Background: an optimization exercise with open tools, aiming at a short achievable clock period and few clock cycles. Do not read the settings as production practice.
Function was checked by simulation only, so behaviour that the tests miss may differ from the original.
Power and IR drop assume default switching activity.

==> design.v <==
`timescale 1ns / 1ps
module Mux_2a1_32bits(           
    input  Control,              
    input [31:0] Entrada_0,      
    input [31:0] Entrada_1,      
    output reg [31:0] Salida     
    );
    always @(*)                              
		case(Control)                        
			1'b0: Salida <= Entrada_0;       
			1'b1: Salida <= Entrada_1;       
		endcase
endmodule
`timescale 1ns / 1ps
module Mux_2a1_5bits(            
    input  Control,              
    input [4:0] Entrada_0,       
    input [4:0] Entrada_1,       
    output reg [4:0] Salida      
    );
    always @(*)                            
		case(Control)                      
			1'b0: Salida <= Entrada_0;     
			1'b1: Salida <= Entrada_1;     
		endcase
endmodule
`timescale 1ns / 1ps
module Mux_4a1_32bits(           
    input [1:0] Control,         
    input [31:0] Entrada_0,      
    input [31:0] Entrada_1,      
    input [31:0] Entrada_10,     
    input [31:0] Entrada_11,     
    output reg [31:0] Salida     
    );
    always @(*)                              
		case(Control)                        
			2'b00: Salida <= Entrada_0;      
			2'b01: Salida <= Entrada_1;      
			2'b10: Salida <= Entrada_10;     
			2'b11: Salida <= Entrada_11;     
		endcase
endmodule
`timescale 1ns / 1ps
module SignExtend_8_32(          
    input [7:0] Entrada,         
    input Signo,                 
    output reg [31:0] Salida     
    );
    always @(*) begin
        if (Signo==1) begin
            if (Entrada[7]==1) begin                             
                Salida[31:8] <= 24'b111111111111111111111111;    
                Salida[7:0] <= Entrada[7:0];                     
            end
            else begin                                           
                Salida[31:8] <= 24'b000000000000000000000000;    
                Salida[7:0] <= Entrada[7:0];                     
            end
        end
        else begin
            Salida[31:6] <= 24'b000000000000000000000000;            
            Salida[7:0] <= Entrada[7:0];                             
        end
    end
endmodule
`timescale 1ns / 1ps
module SignExtend_12_32(         
    input [11:0] Entrada,        
    output reg [31:0] Salida     
    );
    always @(*) begin                                
        if (Entrada[11]==1) begin                        
            Salida[31:12] <= 20'b11111111111111111111;    
            Salida[11:0] <= Entrada[11:0];               
        end
        else begin                                       
            Salida[31:12] <= 20'b00000000000000000000;    
            Salida[11:0] <= Entrada[11:0];               
        end
    end
endmodule
`timescale 1ns / 1ps
module SignExtend_13_32(         
    input [12:0] Entrada,        
    output reg [31:0] Salida     
    );
    always @(*) begin                                    
        if (Entrada[12]==1) begin                        
            Salida[31:13] <= 19'b1111111111111111111;    
            Salida[12:0] <= Entrada[12:0];               
        end
        else begin                                       
            Salida[31:13] <= 19'b0000000000000000000;    
            Salida[12:0] <= Entrada[12:0];               
        end
    end
endmodule
`timescale 1ns / 1ps
module SignExtend_16_32(         
    input [15:0] Entrada,        
    input Signo,                
    output reg [31:0] Salida     
    );
    always @(*) begin                                    
        if (Signo==1) begin
            if (Entrada[15]==1) begin                    
                Salida[31:16] <= 16'b1111111111111111;   
                Salida[15:0] <= Entrada[15:0];           
            end
            else begin                                   
                Salida[31:16] <= 16'b000000000000000;    
                Salida[15:0] <= Entrada[15:0];           
            end
        end
    else begin
        Salida[31:16] <= 16'b000000000000000;    
        Salida[15:0] <= Entrada[15:0];           
        end
    end
endmodule
`timescale 1ns / 1ps
module SignExtend_20_32(         
    input [19:0] Entrada,        
    output reg [31:0] Salida     
    );
    always @(*) begin                                
        if (Entrada[19]==1) begin                    
            Salida[31:21] <= 11'b11111111111;        
            Salida[20:0] <= {Entrada[19:0], 1'b0};  
        end
        else begin                                   
            Salida[31:21] <= 11'b00000000000;        
            Salida[20:0] <= {Entrada[19:0], 1'b0};  
        end
    end
endmodule
`timescale 1ns / 1ps
module SignExtend_U(
    input [19:0] Entrada,        
    output reg [31:0] Salida     
    );
    always @(*) begin            
        Salida = {Entrada, 12'b0};    
    end
endmodule
`timescale 1ns / 1ps
module PC_ALU(
	input [31:0] A,     
	input [31:0] B,     
	output reg [31:0] ALU_out   
    );
    always @(*) begin    
        ALU_out=A+B;     
		end
endmodule
`timescale 1ns / 1ps
module RegPC(               
    output reg [31:0] Q,    
    input [31:0] D,         
    input Reset,            
    input CLK               
    );
always @(posedge CLK)       
begin
	if (Reset)
	    Q <= 32'd0;
	else
	    Q <= D;                 
end
endmodule
`timescale 1ns / 1ps
module Banco_Registros(          
    input CLK,                   
    input [4:0] rs2,             
    input [4:0] rs1,             
    input [4:0] rd,              
    input [31:0] di,             
    input wre,                   
    input Reset,
    output reg [31:0] do2,       
    output reg [31:0] do1        
    );
    integer i;
    reg [31:0] registers[31:0];  
	always @(posedge CLK)begin      
	   if(Reset)begin               
	       for(i=0; i<32; i=i+1)    
               registers[i] <= 0;   
	   end
	   else if(wre && rd != 5'd0) begin   
		  registers[rd]<=di;       
		  end
	   end
	always @(*) begin               
	   do2 = (rs2 == 5'd0) ? 32'd0 : registers[rs2];        
	   do1 = (rs1 == 5'd0) ? 32'd0 : registers[rs1];        
	   end
endmodule
`timescale 1ns / 1ps
module Main_ALU(
    input [4:0] Control,            
	input [31:0] A,                 
	input [31:0] B,                 
	output reg [31:0] ALU_out,      
	output reg Flag                 
    );
    always @(*) begin
        ALU_out=32'd0;                  
        Flag=1'b0;
		case (Control)   
			  5'b00000:  
			  begin
			     ALU_out=$signed(A)+$signed(B);
			  end
			  5'b00001:  
			  begin
			     ALU_out=$signed(A)-$signed(B);
			  end
			  5'b00010:  
			  begin
			     ALU_out=A<<B[4:0];
			  end
			  5'b00011:  
			  begin
                if ($signed(A)<$signed(B)) begin
                    ALU_out=32'd1;
                end
                else begin
                    ALU_out=32'd0;
                end
			  end
			  5'b00100:  
			  begin
			     if (A<B) begin
                    ALU_out=32'd1;
                 end
                 else begin
                    ALU_out=32'd0;
                 end
			  end
			  5'b00101:  
			  begin
			     ALU_out=A^B;
			  end
			  5'b00110:  
			  begin
			     ALU_out=A>>B[4:0];
			  end
			  5'b00111:  
			  begin
			     ALU_out=$signed(A)>>>B[4:0];
			  end
			  5'b01000:  
			  begin
			     ALU_out=A|B;
			  end
	          5'b01001:  
	          begin
	             ALU_out=A&B;
	          end
		      5'b01010:  
		      begin
		          ALU_out=B;
		      end
		      5'b01011:  
		      begin
		          if (A==B) begin
		              ALU_out=32'd1;
		              Flag=1;
		          end
		          else begin
		              ALU_out=32'd0;
		              Flag=0;
		          end
		      end
		      5'b01100:  
		      begin
		          if (A!=B) begin
		              ALU_out=32'd1;
		              Flag=1;
		          end
		          else begin
		              ALU_out=32'd0;
		              Flag=0;
		          end
		      end
		      5'b01101:  
		      begin
		          if ($signed(A)<$signed(B)) begin
		              ALU_out=32'd1;
		              Flag=1;
		          end
		          else begin
		              ALU_out=32'd0;
		              Flag=0;
		          end
		      end
		      5'b01110:  
		      begin
		          if ($signed(A)>=$signed(B)) begin
		              ALU_out=32'd1;
		              Flag=1;
		          end
		          else begin
		              ALU_out=32'd0;
		              Flag=0;
		          end
		      end
		      5'b01111:  
		      begin
		          if (A<B) begin
		              ALU_out=32'd1;
		              Flag=1;
		          end
		          else begin
		              ALU_out=32'd0;
		              Flag=0;
		          end
		      end
		      5'b10000:  
		      begin
			     if (A>=B) begin
			          ALU_out=32'd1;
		              Flag=1;
		          end
		          else begin
		              ALU_out=32'd0;
		              Flag=0;
		          end
		      end
		      default: ;
		      endcase
		end
endmodule
`timescale 1ns / 1ps
module Unidad_de_Control(
    input [6:0] opcode,  
	input [6:0] funct7,  
	input [2:0] funct3,  
	output reg wre,     
	output reg [1:0] muxsa,     
	output reg [1:0] muxsb,     
	output reg muximm,  
	output reg [4:0] aluop,     
	output reg [3:0] wme,   
	output reg su,  
	output reg [1:0] muxlm,   
	output reg jrj,     
	output reg [1:0] jrw,     
	output reg [1:0] pcsel  
    );
    always @(*) begin
    wre = 1'b0;
    muxsa = 2'b00;
    muxsb = 2'b00;
    muximm = 1'b0;
    aluop = 5'b00000;
    wme = 4'b0000;
    su = 1'b0;
    muxlm = 2'b10;
    jrj = 1'b0;
    jrw = 2'b00;
    pcsel = 2'b00;
    case (opcode)
        7'b0000011:  
        begin
        wre = 1'b1;
        jrw = 2'b01;
            case (funct3)    
                3'b000: begin  
                    su = 1'b1;
                    muxlm = 2'b01;
                end
                3'b001: begin  
                    su = 1'b1;
                    muxlm = 2'b00;
                end
                3'b010: begin  
                    su = 1'b1;
                    muxlm = 2'b10;
                end
                3'b100: begin  
                    su = 1'b0;
                    muxlm = 2'b01;
                end
                3'b101: begin  
                    su = 1'b0;
                    muxlm = 2'b00;
                end
                default: begin
                    su = 1'b0;
                    muxlm = 2'b10;
                end
            endcase 
        end
        7'b0010011:  
        begin
        wre = 1'b1;
            case (funct3)    
                3'b000: aluop = 5'b00000;  
                3'b001: aluop = 5'b00010;  
                3'b010: aluop = 5'b00011;  
                3'b011: aluop = 5'b00100;  
                3'b100: aluop = 5'b00101;  
                3'b101: aluop = funct7[5] ? 5'b00111 : 5'b00110;  
                3'b110: aluop = 5'b01000;  
                default: aluop = 5'b01001;  
            endcase 
        end
        7'b0100011:  
        begin
        muximm = 1'b1;
            case (funct3)    
                3'b000: wme = 4'b0001;    
                3'b001: wme = 4'b0011;    
                3'b010: wme = 4'b1111;    
                default: wme = 4'b0000;
            endcase
        end
        7'b0110011:  
        begin
        wre = 1'b1;
        muxsb = 2'b01;
            case (funct3)       
                3'b000: aluop = funct7[5] ? 5'b00001 : 5'b00000;  
                3'b001: aluop = 5'b00010;  
                3'b010: aluop = 5'b00011;  
                3'b011: aluop = 5'b00100;  
                3'b100: aluop = 5'b00101;  
                3'b101: aluop = funct7[5] ? 5'b00111 : 5'b00110;  
                3'b110: aluop = 5'b01000;  
                default: aluop = 5'b01001;  
            endcase
        end
        7'b1100011:  
        begin
        muxsb = 2'b01;
        pcsel = 2'b01;
            case (funct3)        
                3'b000: aluop = 5'b01011;  
                3'b001: aluop = 5'b01100;  
                3'b100: aluop = 5'b01101;  
                3'b101: aluop = 5'b01110;  
                3'b110: aluop = 5'b01111;  
                3'b111: aluop = 5'b10000;  
                default: aluop = 5'b00000;
            endcase
        end
        7'b0010111:  
        begin
        wre = 1'b1;
        muxsa = 2'b10;
        muxsb = 2'b10;
        end
        7'b0110111:  
        begin
        wre = 1'b1;
        muxsa = 2'b11;
        muxsb = 2'b10;
        aluop = 5'b01010;
        end
        7'b1100111:  
        begin
        wre = 1'b1;
        jrj = 1'b1;
        jrw = 2'b10;
        end
        7'b1101111:  
        begin
        wre = 1'b1;
        jrw = 2'b10;
        pcsel = 2'b10;
        end
        default: ;
    endcase
    end
endmodule
`timescale 1ns / 1ps
module Microprocesador(
    input CLK,
    input Reset,
    output [31:0] imem_addr,
    input  [31:0] imem_rdata,
    output [31:0] dmem_addr,
    output [31:0] dmem_wdata,
    output [3:0]  dmem_wstrb,
    input  [31:0] dmem_rdata
    );
    reg [11:2] fpc;      
    reg [31:0] pcb;      
    reg [31:0] xa, xb;   
    reg        xclr;     
    reg [31:0] ia, ib;   
    reg        r_redir;  
    reg        r_kill;   
    reg        d_v, d_pt;
    reg [31:0] d_ir, d_pc, d_pimm;
    reg        e_v;
    reg [31:0] e_a, e_b, e_bn, e_sd, e_alt;
    reg [5:0]  e_k;      
    reg        e_fa, e_fb, e_fn, e_fs;
    reg [4:0]  e_rd;
    reg        e_wr, e_ld, e_st, e_jalr;
    reg [8:0]  e_mp, e_mn;   
    reg [2:0]  e_f3;
    reg        e_s_sll, e_s_sr, e_s_sra, e_s_slt, e_s_sltu, e_s_xor, e_s_or, e_s_and, e_s_pass;
    reg [31:0] m_res, m_addr, m_wdata;
    reg [3:0]  m_wstrb;
    reg [4:0]  m_rd;
    reg        m_wr, m_ld;
    reg [2:0]  m_f3;
    reg [31:0] w_res;
    reg [4:0]  w_rd;
    reg        w_wr;
    reg [31:0] rf [1:31];
    assign imem_addr  = {20'd0, fpc, 2'b00};
    assign dmem_addr  = {m_addr[31:2], 2'b00};    
    assign dmem_wdata = m_wdata;
    assign dmem_wstrb = m_wstrb;
    wire        f_pt;
    wire [11:2] f_next;
    rv_fetch u_fetch (.fpc(fpc), .ins(imem_rdata), .taken(f_pt), .next(f_next));
    wire        f_jal   = (imem_rdata[6:0] == 7'b1101111);
    wire        f_auipc = (imem_rdata[6:0] == 7'b0010111);
    wire [31:0] f_imm   = f_jal   ? {{11{imem_rdata[31]}}, imem_rdata[31], imem_rdata[19:12], imem_rdata[20], imem_rdata[30:21], 1'b0} :
                          f_auipc ? {imem_rdata[31:12], 12'b0} :
                                    {{19{imem_rdata[31]}}, imem_rdata[31], imem_rdata[7], imem_rdata[30:25], imem_rdata[11:8], 1'b0};
    wire [31:0] lw = dmem_rdata >> {m_addr[1:0], 3'b000};
    wire [31:0] ld_val = (m_f3[1:0] == 2'b00) ? {{24{lw[7]  & ~m_f3[2]}}, lw[7:0]} :
                         (m_f3[1:0] == 2'b01) ? {{16{lw[15] & ~m_f3[2]}}, lw[15:0]} : lw;
    wire [6:0] op  = d_ir[6:0];
    wire [2:0] f3  = d_ir[14:12];
    wire [4:0] rd  = d_ir[11:7];
    wire [4:0] rs1 = d_ir[19:15];
    wire [4:0] rs2 = d_ir[24:20];
    wire op_lui   = (op == 7'b0110111);
    wire op_auipc = (op == 7'b0010111);
    wire op_jal   = (op == 7'b1101111);
    wire op_jalr  = (op == 7'b1100111);
    wire op_br    = (op == 7'b1100011);
    wire op_ld    = (op == 7'b0000011);
    wire op_st    = (op == 7'b0100011);
    wire op_imm   = (op == 7'b0010011);
    wire op_reg   = (op == 7'b0110011);
    wire op_alu   = op_reg | op_imm;
    wire use1 = ~(op_lui | op_auipc | op_jal);
    wire useb = op_reg | op_br;             
    wire use2 = useb | op_st;
    wire wr_d = (op_lui | op_auipc | op_jal | op_jalr | op_ld | op_alu) && (rd != 5'd0);
    wire sub_d = op_reg && f3 == 3'b000 && d_ir[30];
    wire add_d = op_alu && f3 == 3'b000 && !sub_d;
    wire [31:0] immI = {{20{d_ir[31]}}, d_ir[31:20]};
    wire [31:0] immS = {{20{d_ir[31]}}, d_ir[31:25], d_ir[11:7]};
    wire [31:0] immU = {d_ir[31:12], 12'b0};
    wire [31:0] d_tP, d_pc4, pcb4;
    rv_add32 u_tP (.a(d_pc), .b(d_pimm), .ci(1'b0), .s(d_tP));
    rv_inc32 u_d4 (.a(d_pc), .s(d_pc4));
    rv_inc32 u_p4 (.a(pcb),  .s(pcb4));
    wire        d_bbk  = op_br && (d_ir[31] || d_ir[12]);    
    wire        pf_t   = !r_redir && d_v && d_pt;
    wire [31:0] xsum, isum;
    rv_add32 u_xs (.a(xa), .b(xb), .ci(1'b0), .s(xsum));
    rv_add32 u_is (.a(ia), .b(ib), .ci(1'b0), .s(isum));
    wire [31:0] rpc    = r_kill ? {xsum[31:1], xsum[0] & ~xclr} : {isum[31:1], 1'b0};
    wire [31:0] pc_f   = ({32{r_redir}} & rpc) | ({32{pf_t}} & d_tP) | ({32{!r_redir && !pf_t}} & pcb4);
    wire fe1 = e_wr && rs1 == e_rd;
    wire fe2 = e_wr && rs2 == e_rd;
    wire hz_e = e_ld && ((use1 && fe1) || (use2 && fe2));
    wire hz_2 = use1 && fe1 && useb && fe2;
    wire stall = d_v && (hz_e || hz_2);
    wire [2:0] br_case = {useb && fe2, use1 && fe1, !(use1 && fe1) && !(useb && fe2)};
    wire [8:0] br_sel  = {{3{f3[2:1] == 2'b10}} & br_case, {3{f3[2:1] == 2'b11}} & br_case,
                          {3{f3[2:1] == 2'b00}} & br_case};
    wire       br_inv  = f3[0] ^ d_bbk;
    wire        jb_e   = fe1 && e_s_pass;
    wire        jb_m   = !fe1 && m_wr && !m_ld && rs1 == m_rd;
    wire        jalr_id = op_jalr && (jb_e || jb_m);
    wire [31:0] jt_e, jt_m;
    rv_add32 u_je (.a(e_alt), .b(immI), .ci(1'b0), .s(jt_e));
    rv_add32 u_jm (.a(m_res), .b(immI), .ci(1'b0), .s(jt_m));
    wire [31:0] jt_id  = ({32{jb_e}} & jt_e) | ({32{~jb_e}} & jt_m);
    wire id_redir = d_v && !stall && jalr_id;
    wire [31:0] rf1 = (rs1 == 5'd0) ? 32'd0 : rf[rs1];
    wire [31:0] rf2 = (rs2 == 5'd0) ? 32'd0 : rf[rs2];
    wire [31:0] m_val = m_ld ? ld_val : m_res;
    wire [31:0] r1 = (m_wr && rs1 == m_rd) ? m_val : (w_wr && rs1 == w_rd) ? w_res : rf1;
    wire [31:0] r2 = (m_wr && rs2 == m_rd) ? m_val : (w_wr && rs2 == w_rd) ? w_res : rf2;
    wire [31:0] bsel = useb ? r2 : op_st ? immS : immI;
    wire e_ok = ~r_kill;
    wire [31:0] j0, j1, a2, u0, u1, u2;
    rv_add32 u_j0 (.a(e_a),   .b(e_b),    .ci(1'b0), .s(j0));
    rv_add32 u_j1 (.a(m_res), .b(e_b),    .ci(1'b0), .s(j1));
    rv_add32 u_a2 (.a(e_a),   .b(m_res),  .ci(1'b0), .s(a2));
    rv_add32 u_u0 (.a(e_a),   .b(e_bn),   .ci(1'b1), .s(u0));
    rv_add32 u_u1 (.a(m_res), .b(e_bn),   .ci(1'b1), .s(u1));
    rv_add32 u_u2 (.a(e_a),   .b(~m_res), .ci(1'b1), .s(u2));
    wire [31:0] jt = ({32{e_fa}} & j1) | ({32{~e_fa}} & j0);
    wire eq0, eq1, eq2, lu0, lu1, lu2, ls0, ls1, ls2;
    rv_cmp32 u_c0 (.a(e_a),   .b(e_b),   .eq(eq0), .ltu(lu0), .lts(ls0));
    rv_cmp32 u_c1 (.a(m_res), .b(e_b),   .eq(eq1), .ltu(lu1), .lts(ls1));
    rv_cmp32 u_c2 (.a(e_a),   .b(m_res), .eq(eq2), .ltu(lu2), .lts(ls2));
    wire ltu  = (e_fa & lu1) | (e_fb & lu2) | (e_fn & lu0);
    wire lt   = (e_fa & ls1) | (e_fb & ls2) | (e_fn & ls0);
    wire [31:0] A  = e_fa ? m_res : e_a;
    wire [31:0] B  = e_fb ? m_res : e_b;
    wire [31:0] SD = e_fs ? m_res : e_sd;
    wire [31:0] shl = A << B[4:0];
    wire [31:0] shr = {{32{e_s_sra & A[31]}}, A} >> B[4:0];
    wire [31:0] ex_oth = ({32{e_s_sll}}  & shl)
                       | ({32{e_s_sr}}   & shr)
                       | ({32{e_s_slt}}  & {31'd0, lt})
                       | ({32{e_s_sltu}} & {31'd0, ltu})
                       | ({32{e_s_xor}}  & (A ^ B))
                       | ({32{e_s_or}}   & (A | B))
                       | ({32{e_s_and}}  & (A & B))
                       | ({32{e_s_pass}} & e_alt);
    wire [31:0] ex_res;
    rv_rmux u_rmux (.k(e_k), .s0(j0), .s1(j1), .s2(a2), .s3(u0), .s4(u1), .s5(u2), .oth(ex_oth), .r(ex_res));
    wire redir;
    rv_taken u_taken (.cmp({ls2, ls1, ls0, lu2, lu1, lu0, eq2, eq1, eq0}), .mp(e_mp), .mn(e_mn),
                      .jalr(e_jalr), .ok(e_ok), .redir(redir));
    wire [31:0] redir_pc = e_jalr ? {jt[31:1], 1'b0} : e_alt;
    wire [3:0] strb = (e_f3[1:0] == 2'b00) ? (4'b0001 << jt[1:0]) :
                      (e_f3[1:0] == 2'b01) ? (jt[1] ? 4'b1100 : 4'b0011) : 4'b1111;
    always @(posedge CLK) begin
        if (Reset) begin
            fpc  <= 10'd0;
            xa   <= 32'd0;
            xb   <= 32'd0;
            xclr <= 1'b0;
            r_redir <= 1'b1;
            r_kill  <= 1'b1;
            d_pt <= 1'b0;
            d_v  <= 1'b0;
            e_v  <= 1'b0;
            e_wr <= 1'b0; e_ld <= 1'b0; e_st <= 1'b0; e_mp <= 9'd0; e_mn <= 9'd0; e_jalr <= 1'b0;
            m_wr <= 1'b0; m_ld <= 1'b0; m_wstrb <= 4'b0000;
            w_wr <= 1'b0;
        end else begin
            if (redir)
                fpc <= redir_pc[11:2];
            else if (id_redir)
                fpc <= jt_id[11:2];
            else if (!stall)
                fpc <= f_next;
            xa   <= e_jalr ? A : e_alt;
            xb   <= e_jalr ? e_b : 32'd0;
            xclr <= e_jalr;
            r_redir <= redir || id_redir;
            r_kill  <= redir;
            if (!stall)
                d_pt <= f_pt;
            if (redir || id_redir)
                d_v <= 1'b0;
            else if (!stall)
                d_v <= 1'b1;
            begin : idex
                reg v;
                v = d_v && !stall;
                e_v    <= v;
                e_wr   <= v && wr_d;
                e_ld   <= v && op_ld;
                e_st   <= v && op_st;
                e_mp   <= {9{v && op_br && !br_inv}} & br_sel;
                e_mn   <= {9{v && op_br && br_inv}} & br_sel;
                e_jalr <= v && op_jalr && !jalr_id;
            end
            m_wr    <= e_wr && e_ok;
            m_ld    <= e_ld && e_ok;
            m_wstrb <= (e_st && e_ok) ? strb : 4'b0000;
            w_wr    <= m_wr;
        end
    end
    always @(posedge CLK) begin
        ia <= jb_e ? e_alt : m_res;
        ib <= immI;
        if (!stall) begin
            d_ir <= imem_rdata;
            d_pimm <= f_imm;
            d_pc <= pc_f;
            pcb  <= pc_f;
        end
        e_rd  <= rd;
        e_f3  <= f3;
        e_fa  <= use1 && fe1;
        e_fb  <= useb && fe2;
        e_fn  <= !(use1 && fe1) && !(useb && fe2);
        e_fs  <= fe2;
        e_a   <= r1;
        e_b   <= bsel;
        e_bn  <= ~bsel;
        e_sd  <= r2;
        e_alt <= ({32{op_lui}} & immU) | ({32{op_auipc || (op_br && !d_bbk)}} & d_tP) |
                 ({32{!(op_lui || op_auipc || (op_br && !d_bbk))}} & d_pc4);
        e_k   <= {sub_d && (useb && fe2), sub_d && (use1 && fe1), sub_d && !(use1 && fe1) && !(useb && fe2),
                  add_d && (useb && fe2), add_d && (use1 && fe1), add_d && !(use1 && fe1) && !(useb && fe2)};
        e_s_sll  <= op_alu && f3 == 3'b001;
        e_s_sr   <= op_alu && f3 == 3'b101;
        e_s_sra  <= d_ir[30];
        e_s_slt  <= op_alu && f3 == 3'b010;
        e_s_sltu <= op_alu && f3 == 3'b011;
        e_s_xor  <= op_alu && f3 == 3'b100;
        e_s_or   <= op_alu && f3 == 3'b110;
        e_s_and  <= op_alu && f3 == 3'b111;
        e_s_pass <= op_lui || op_auipc || op_jal || op_jalr;
        m_rd    <= e_rd;
        m_f3    <= e_f3;
        m_res   <= ex_res;
        m_addr  <= jt;
        m_wdata <= (e_f3[1:0] == 2'b00) ? {4{SD[7:0]}} :
                   (e_f3[1:0] == 2'b01) ? {2{SD[15:0]}} : SD;
        w_rd  <= m_rd;
        w_res <= m_val;
    end
    reg rst_q;
    always @(posedge CLK) rst_q <= Reset;
    integer i;
    always @(posedge CLK) begin
        if (rst_q) begin
            for (i = 1; i < 32; i = i + 1)
                rf[i] <= 32'd0;
        end else if (w_wr) begin
            rf[w_rd] <= w_res;
        end
    end
endmodule
module rv_add32 (
    input  [31:0] a,
    input  [31:0] b,
    input         ci,
    output [31:0] s
    );
    assign s = a + b + {31'd0, ci};
endmodule
module rv_inc32 (
    input  [31:0] a,
    output [31:0] s
    );
    assign s = a + 32'd4;
endmodule
module rv_cmp32 (
    input  [31:0] a,
    input  [31:0] b,
    output        eq,
    output        ltu,
    output        lts
    );
    assign eq  = (a == b);
    assign ltu = (a < b);
    assign lts = ($signed(a) < $signed(b));
endmodule
module rv_fetch (
    input  [11:2] fpc,
    input  [31:0] ins,
    output        taken,
    output [11:2] next
    );
    wire        jal = (ins[6:0] == 7'b1101111);
    wire        bbk = (ins[6:0] == 7'b1100011) && (ins[31] || ins[12]);
    wire [11:2] off = ins[3] ? {ins[20], ins[30:25], ins[24:22]} : {ins[7], ins[30:25], ins[11:9]};
    wire [11:2] t   = fpc + off;
    wire [11:2] n4  = fpc + 10'd1;
    assign taken = jal | bbk;
    assign next  = ({10{taken}} & t) | ({10{~taken}} & n4);
endmodule
module rv_rmux (
    input  [5:0]  k,
    input  [31:0] s0,
    input  [31:0] s1,
    input  [31:0] s2,
    input  [31:0] s3,
    input  [31:0] s4,
    input  [31:0] s5,
    input  [31:0] oth,
    output [31:0] r
    );
    assign r = ({32{k[0]}} & s0) | ({32{k[1]}} & s1) | ({32{k[2]}} & s2) |
               ({32{k[3]}} & s3) | ({32{k[4]}} & s4) | ({32{k[5]}} & s5) | oth;
endmodule
module rv_taken (
    input  [8:0] cmp,
    input  [8:0] mp,
    input  [8:0] mn,
    input        jalr,
    input        ok,
    output       redir
    );
    assign redir = ok & (|(mp & cmp) | |(mn & ~cmp) | jalr);
endmodule
==> constraint.sdc <==
create_clock -name core_clock -period 11.0 [get_ports {CLK}]
set_input_delay 2.2000 -clock core_clock [delete_from_list [all_inputs] [get_ports {CLK}]]
set_output_delay 2.2000 -clock core_clock [all_outputs]
set_load 0.01 [all_outputs]
==> flow/run.sh <==
#!/bin/bash
# The standard layout (standard.sh), in two calls:
#  1. the standard synthesis, unchanged;
#  2. floorplan to final layout, with the timing repair steps aimed at a
#     tighter effective period than the SDC's (SETUP_SLACK_MARGIN), and the
#     delay cells (dlygate, dlymetal, clkdlybuf) added to the platform's
#     don't-use list, so that port buffers and repair use real buffers.
# The SDC, clock period and constraints are the standard flow's own and unchanged. Make's
# full output goes to synth_flow.log and layout_flow.log here; ORFS keeps each
# step's own log under orfs/logs.
set -euo pipefail
PLATFORM_DONT_USE="sky130_fd_sc_hd__probe_p_8 sky130_fd_sc_hd__probec_p_8 sky130_fd_sc_hd__lpflow_bleeder_1 sky130_fd_sc_hd__lpflow_clkbufkapwr_1 sky130_fd_sc_hd__lpflow_clkbufkapwr_16 sky130_fd_sc_hd__lpflow_clkbufkapwr_2 sky130_fd_sc_hd__lpflow_clkbufkapwr_4 sky130_fd_sc_hd__lpflow_clkbufkapwr_8 sky130_fd_sc_hd__lpflow_clkinvkapwr_1 sky130_fd_sc_hd__lpflow_clkinvkapwr_16 sky130_fd_sc_hd__lpflow_clkinvkapwr_2 sky130_fd_sc_hd__lpflow_clkinvkapwr_4 sky130_fd_sc_hd__lpflow_clkinvkapwr_8 sky130_fd_sc_hd__lpflow_decapkapwr_12 sky130_fd_sc_hd__lpflow_decapkapwr_3 sky130_fd_sc_hd__lpflow_decapkapwr_4 sky130_fd_sc_hd__lpflow_decapkapwr_6 sky130_fd_sc_hd__lpflow_decapkapwr_8 sky130_fd_sc_hd__lpflow_inputiso0n_1 sky130_fd_sc_hd__lpflow_inputiso0p_1 sky130_fd_sc_hd__lpflow_inputiso1n_1 sky130_fd_sc_hd__lpflow_inputiso1p_1 sky130_fd_sc_hd__lpflow_inputisolatch_1 sky130_fd_sc_hd__lpflow_isobufsrc_1 sky130_fd_sc_hd__lpflow_isobufsrc_16 sky130_fd_sc_hd__lpflow_isobufsrc_2 sky130_fd_sc_hd__lpflow_isobufsrc_4 sky130_fd_sc_hd__lpflow_isobufsrc_8 sky130_fd_sc_hd__lpflow_isobufsrckapwr_16 sky130_fd_sc_hd__lpflow_lsbuf_lh_hl_isowell_tap_1 sky130_fd_sc_hd__lpflow_lsbuf_lh_hl_isowell_tap_2 sky130_fd_sc_hd__lpflow_lsbuf_lh_hl_isowell_tap_4 sky130_fd_sc_hd__lpflow_lsbuf_lh_isowell_4 sky130_fd_sc_hd__lpflow_lsbuf_lh_isowell_tap_1 sky130_fd_sc_hd__lpflow_lsbuf_lh_isowell_tap_2 sky130_fd_sc_hd__lpflow_lsbuf_lh_isowell_tap_4"
bash standard.sh synth > synth_flow.log 2>&1
bash standard.sh "DONT_USE_CELLS=$PLATFORM_DONT_USE sky130_fd_sc_hd__dlygate* sky130_fd_sc_hd__dlymetal* sky130_fd_sc_hd__clkdlybuf*" \
  SETUP_SLACK_MARGIN=7.7 TNS_END_PERCENT=100 ABC_CLOCK_PERIOD_IN_PS=3000 finish > layout_flow.log 2>&1
==> standard.sh <==
#!/bin/bash
# synth_recipe.tcl (not shown) runs the flow's synth.tcl, then flattens the netlist and writes it again
# the make line also repeats each setting of config.mk as NAME=value (left out here)
make -C /OpenROAD-flow-scripts/flow DESIGN_CONFIG=/design/flow/config.mk WORK_HOME=/design/flow/orfs CLKGATE_MAP_FILE= SYNTH_SCRIPT=/design/flow/synth_recipe.tcl "${@:-finish}"
==> config.mk <==
export PLATFORM = sky130hd
export DESIGN_NAME = Microprocesador
export DESIGN_NICKNAME = Microprocesador
export VERILOG_FILES = /design/flow/design.v
export SDC_FILE = /design/flow/constraint.sdc
export NUM_CORES = 4
export LEC_CHECK = 0
export ABC_CLOCK_PERIOD_IN_PS = 3000
export CAP_MARGIN = 20
export CORE_MARGIN = 2
export CORE_UTILIZATION = 40
export PLACE_DENSITY = 0.6
export SETUP_SLACK_MARGIN = 5
export SLEW_MARGIN = 20
export SYNTH_HIERARCHICAL = 1
export TNS_END_PERCENT = 100
==> results of run 1 <==
## per-stage QoR
stage | hold WS (ns) | setup slack, ns | power, W | cell area [µm²] | std cells
floorplan | 0.3096 | 6.720 | 0.009539 | 102300 | 8871
global placement | 0.3149 | 6.023 | 0.01090 | 105300 | 11880
detailed placement | 0.3161 | 6.058 | 0.01093 | 105400 | 11890
CTS | 0.3303 | 7.025 | 0.01761 | 116400 | 12520
global route | 0.3330 | 7.107 | 0.01836 | 118800 | 12700
finish | 0.3281 | 7.175 | 0.01790 | 118800 | 12720
## worst max-delay path, cell delays in order, from the launching register on
cell	delay (ns)
dfxtp_4	0.51
inv_1	0.08
ha_1	0.31
nand4_1	0.22
nor3_4	0.35
o31a_1	0.33
nor4_4	0.06
buf_1	0.13
a222oi_1	0.32
nand3_1	0.16
o31a_4	0.43
nor2_4	0.11
inv_2	0.06
or3b_4	0.44
o221ai_2	0.19
## final timing paths
path,end,slack [ns],depth (start not counted)
worst min register to register,m_f3[2],0.33,0
worst max register to register,fpc[10],7.18,14
worst max-delay path,fpc[10],7.18,14
worst min-delay path,m_f3[2],0.33,0
## layout make-up
cell class	count	area, µm²
Multi-Input combinational cell	6323	58160
Inverter	307	1251
Clock buffer	251	5199
Timing Repair Buffer	745	5121
Tap cell	3366	4212
Antenna cell	29	72.57
Clock inverter	93	1028
Fill cell	22680	134600
Sequential cell	1608	43790
## layer usage
layer	track usage	up-vias	routed length (µm)
met2	0.5286	5575	203400
met5	0	-	224
li1	-	33980	-
met1	0.4064	41370	157600
met3	0.08308	1472	50600
met4	0.2199	30	38190
## what timing repair did
action | in CTS | in global routing
cloned | 22 | 20
setup buffers | 268 | 150
setup endpoints to repair | 1741 | 996
gates resized for setup | 856 | 332
pin swaps | 121 | 114
endpoints found under the hold margin | 0 | 0
## power groups by stage
stage | Clock (W) | Sequential (W) | Combinational, W
floorplan | 0 | 0.00710 | 0.00244
global placement | 0 | 0.00735 | 0.00355
detailed placement | 0 | 0.00737 | 0.00356
CTS | 0.00645 | 0.00722 | 0.00393
global route | 0.00668 | 0.00726 | 0.00441
finish | 0.00641 | 0.00725 | 0.00424
==> run notes, run 1 <==
* Area Overhead vs Synth at 16.76%
* Clock skew at 0.09016 ns
* Tmin final at 3.825 ns
* Largest reg by FF count: rf
* Max FFs per register at 1024
* Clk root buf: clkbuf_16
* Final Hold Fails at 0
* Worst Path Arrival at 4.58 ns
* Worst Max-Slew Pin Slew at 1.384 ns
* Initial antenna violation count at 50
* First-pass GRT wire length at 611.0 mm
* Initial Util at 0.4015
* Setup CP Type: register to register
* Clk pwr share at 0.358
* CTS tree: built
* Hold Crit Class: register to register
* IO Port Bufs at 141
* Most frequent cells in the layout: 1118 x edfxtp_1, 1041 x and2_1, 641 x mux4_2, 465 x nor2_1, 436 x ha_1
* # DRC at 0
* Most common cell after layout, fill and taps aside: edfxtp_1
* Core box area at 253500 µm²
* # H-tree levels at 4
* Vias in the first global route at 79.26k
* YS warnings at 7
* Static leakage at 44.98 nW
* Total track usage at 0.3347
* Worst-path clk slew at 0.06 ns
* # nets final at 9725
* Hold path start: e_f3[2]
* Maximum VDD drop at 0.1823 mV
* Post-Syn Area at 101800 µm²
* Synth Instances at 8837
* WL/cell at 35.37 µm
* Grt ovf at 0
* Status: finished clean
* Rows at 185
* Crit path launch type: register
* Switching fraction of total power at 0.3244
* Net switching power at 0.005807 W
* Via count at 82.42k
* Worst setup path startpoint: m_res[18]
* P_int at 0.01209 W
* Die ar. at 258500 µm²
* Layout cells sized above 1 at 0.2542
* Setup TNS at 0 ns
* Io pins at 166
* Crit Path Max Fanout at 9
* Combinational power share at 0.237
* Finish-stage setup viols at 0
* Final Cycle Share at 0.3477
* Number of vias per cell at 6.479
* RSZ-0062 raised after global routing: true
* Pin count of the biggest net entering global routing at 61
* Worst Setup End Kind: register
* Clock latency (worst-skew pair) at 0.88 ns
* CTS Sinks at 1608
* Cts hold-fix bufs at 0
* Required @ worst endpoint at 11.76 ns
* Layout Utilization at 0.4688
* Worst r2r src: m_res[18]
* DIE HEIGHT at 508.4 µm
* Sequential Power Share at 0.405
* Syn avg cell area at 11.52 µm²
* Clock buffer count from CTS at 186
* Final RePlAce weighted congestion at 1.026
* ANT nets after route at 0
* Max-cap viol count at 0
* Die X-Extent at 508.4 µm
* Fmax achieved at 261.4 MHz
* Pwr Density at 150.6 nW/µm²
* Max-slew headroom at 0.07630
* DRC marker count from the first detailed-route iteration at 11.69k
* Clock Path Buffers at 3
* Drt total wl at 450.0 mm
* Total iterations of the first detailed-routing run at 12
* Post-DP HPWL at 298.8 mm
* Max Slew Vio Count at 0
Testbench counts, summed over its fixed seeds: cycles 33,294.
==> run 2, diff against run 1 <==
--- a/design.v
+++ b/design.v
@@ -760,7 +760,7 @@
     wire        bbk = (ins[6:0] == 7'b1100011) && (ins[31] || ins[12]);
-    wire [11:2] off = ins[3] ? {ins[20], ins[30:25], ins[24:22]} : {ins[7], ins[30:25], ins[11:9]};
-    wire [11:2] t   = fpc + off;
+    wire [11:2] tJ  = fpc + {ins[20], ins[30:22]};
+    wire [11:2] tB  = fpc + {ins[7], ins[30:25], ins[11:9]};
     wire [11:2] n4  = fpc + 10'd1;
     assign taken = jal | bbk;
-    assign next  = ({10{taken}} & t) | ({10{~taken}} & n4);
+    assign next  = ({10{jal}} & tJ) | ({10{bbk}} & tB) | ({10{!jal && !bbk}} & n4);
 endmodule
==> run 2 against run 1 <==
  * Synthesized cell count grew 0.57%
  * Sequential power about the same
  * Via count rose by 0.80%
  * Setup slack got worse by 0.13 ns
  * Final cell count increased by 0.48%
  * Largest cell class unchanged
  * Largest power group unchanged
  * Critical path type unchanged
  * Fmax is 3.3% lower
  * First-iteration DRC count rose by 0.18%
  * Worst hold slack better by 0.025 ns
  * Sequential cell count did not move
==> run notes, run 2 <==
* Status: finished clean
* Crit Path Max Fanout at 5
* Worst Max-Slew Pin Slew at 1.293 ns
* Clock latency (worst-skew pair) at 0.90 ns
* Most common cell after layout, fill and taps aside: edfxtp_1
* DRC marker count from the first detailed-route iteration at 11.71k
* Layout cells sized above 1 at 0.2517
* Post-DP HPWL at 299.9 mm
* Worst Path Arrival at 4.73 ns
* Clk pwr share at 0.367
* Pwr Density at 153.1 nW/µm²
* Maximum VDD drop at 0.1751 mV
* Post-Syn Area at 102100 µm²
* WL/cell at 35.31 µm
* First-pass GRT wire length at 617.6 mm
* Worst-path clk slew at 0.06 ns
* RSZ-0062 raised after global routing: true
* Clock Path Buffers at 3
* Final Hold Fails at 0
* # DRC at 0
* Sequential Power Share at 0.399
* Die X-Extent at 509.2 µm
* Final Cycle Share at 0.3596
* Setup TNS at 0 ns
* Finish-stage setup viols at 0
* FF+latch area at 43770 µm²
* # H-tree levels at 4
* Initial antenna violation count at 62
* Clock buffer count from CTS at 187
* Synth Instances at 8887
* Core box area at 253900 µm²
* Clock skew at 0.07137 ns
* Multi-input gate area at 58330 µm²
* Io pins at 166
* Fmax achieved at 252.8 MHz
* Cts hold-fix bufs at 0
* Hold WS at 0.3534 ns
* P_int at 0.01232 W
* CTS Sinks at 1608
* Grt ovf at 0
* Placed insts at 11.93k
* Area Overhead vs Synth at 16.60%
* Pin count of the biggest net entering global routing at 78
* Max FFs per register at 1024
* Vias in the first global route at 79.72k
* Total track usage at 0.3380
* Max-cap viol count at 0
* Final RePlAce weighted congestion at 1.043
* Net switching power at 0.005899 W
* Clk root buf: clkbuf_16
* Initial Util at 0.4020
* Layout fillers at 22.72k
* DIE HEIGHT at 509.2 µm
* Setup CP Type: register to register
* Rows at 185
* Largest reg by FF count: rf
* Fin cells at 12.78k
* IO Port Bufs at 141
* Max-slew headroom at 0.1374
* Total iterations of the first detailed-routing run at 14
* Combinational power share at 0.234
* Static leakage at 44.98 nW
* YS warnings at 7
* Via count at 83.08k
* # nets final at 9772
* Switching fraction of total power at 0.3238
* Required @ worst endpoint at 11.77 ns
* Most frequent cells in the layout: 1118 x edfxtp_1, 1043 x and2_1, 641 x mux4_2, 472 x nor2_1, 439 x ha_1
* Max Slew Vio Count at 0
* Drt total wl at 451.3 mm
* Crit path launch type: register
* Hold Crit Class: register to register
* Number of vias per cell at 6.499
* Syn avg cell area at 11.49 µm²
* Worst Setup End Kind: register
* ANT nets after route at 0
* Tmin final at 3.955 ns
* CTS tree: built
* Die ar. at 259200 µm²
## run 2: per-stage QoR
| step | total power, W | setup slack, ns | utilization | area [µm²] |
|---|---|---|---|---|
| 5_1_grt | 0.01867 | 6.941 | 0.4683 | 118900 |
| 4_1_cts | 0.01794 | 7.049 | 0.4599 | 116800 |
| 2_1_floorplan | 0.009568 | 7.110 | - | 102700 |
| 6_report | 0.01822 | 7.045 | 0.4687 | 119000 |
| 3_5_place_dp | 0.01098 | 5.927 | 0.4161 | 105700 |
| 3_3_place_gp | 0.01095 | 5.924 | 0.4159 | 105600 |
## run 2: worst max-delay path, stage by stage (launching register included)
cell and delay (ns):
dfxtp_4 0.38, buf_2 0.18, ha_1 0.33, a21o_1 0.18, a221o_1 0.31, a221o_1 0.43, and2_4 0.22, nor4_4 0.27
mux2i_1 0.22, nand2_1 0.07, o31a_1 0.43, nor2_2 0.18, inv_2 0.08, or3b_4 0.43, o221ai_2 0.17
## run 2: path summary, 6_finish.rpt
check / slack, ns / cells past startpoint / end / from
max: 7.04 / 14 / fpc[4] / m_res[25]
min: 0.35 / 0 / m_f3[2] / e_f3[2]
max reg2reg: 7.04 / 14 / fpc[4] / m_res[25]
min reg2reg: 0.35 / 0 / m_f3[2] / e_f3[2]
## run 2: power groups by stage
stage,Sequential [W],Clock (W),Combinational (W)
after floorplan,0.00710,0,0.00246
after global placement,0.00739,0,0.00356
after detailed placement,0.00741,0,0.00358
after CTS,0.00725,0.00672,0.00397
after global routing,0.00729,0.00695,0.00444
final,0.00727,0.00669,0.00426
## run 2: cell type report
cell class,count,area share
multi-input cells,6368,0.4901
flip-flops and latches,1608,0.3678
clock buffers,226,0.04209
repair buffers,732,0.03999
well taps,3366,0.03539
clock inverters,117,0.01264
inverters,316,0.01088
diodes,49,0.001030
repair inverters,1,0.00009461
## run 2: per-layer routing
| layer | share of wire | track usage | routed length, µm |
|---|---|---|---|
| met4 | 0.083 | 0.2341 | 37600 |
| met1 | 0.35 | 0.4080 | 158500 |
| met2 | 0.45 | 0.5298 | 204800 |
| met5 | 0.00055 | 0 | 249 |
| met3 | 0.11 | 0.08679 | 50210 |
## run 2: what timing repair did
item / in CTS / in global routing
hold endpoints to repair: 0 / 0
pin swaps: 129 / 101
endpoints found under the setup margin: 1761 / 826
gates cloned: 40 / 8
resized for setup: 823 / 330
setup buffers: 268 / 142
Testbench counts of run 2, summed over its fixed seeds: cycles 33,294.

==> what the ideal ports hide <==
The flow's constraints put no driver on any port. The routed layouts listed below were extracted and timed again, unchanged, in two steps. Step 1 sets driving cells, clkbuf_16 on the clock port and buf_2 on the other inputs (assumed; they add their load-dependent delay and slew). Step 2 adds t to the input delays and takes it off the output delays; t is the mean of the earliest and latest rising clock arrival at the registers after step 1. Input paths then give back, and output paths get back, about the clock's delay inside the block. a / b / c = no drivers / after step 1 / after step 2; a / b = the first two.
run | shift t [ns] | slack for setup (ns) | worst setup path after step 2
run 1 | 0.939 | 7.175 / 7.175 / 6.359 | input to register
run 2 | 0.958 | 7.045 / 7.004 / 6.408 | input to register
After both steps every run listed still meets setup and hold. The setup slack of run 1, which loses most, moves by 0.000 ns with the drivers and by -0.816 ns with both steps.
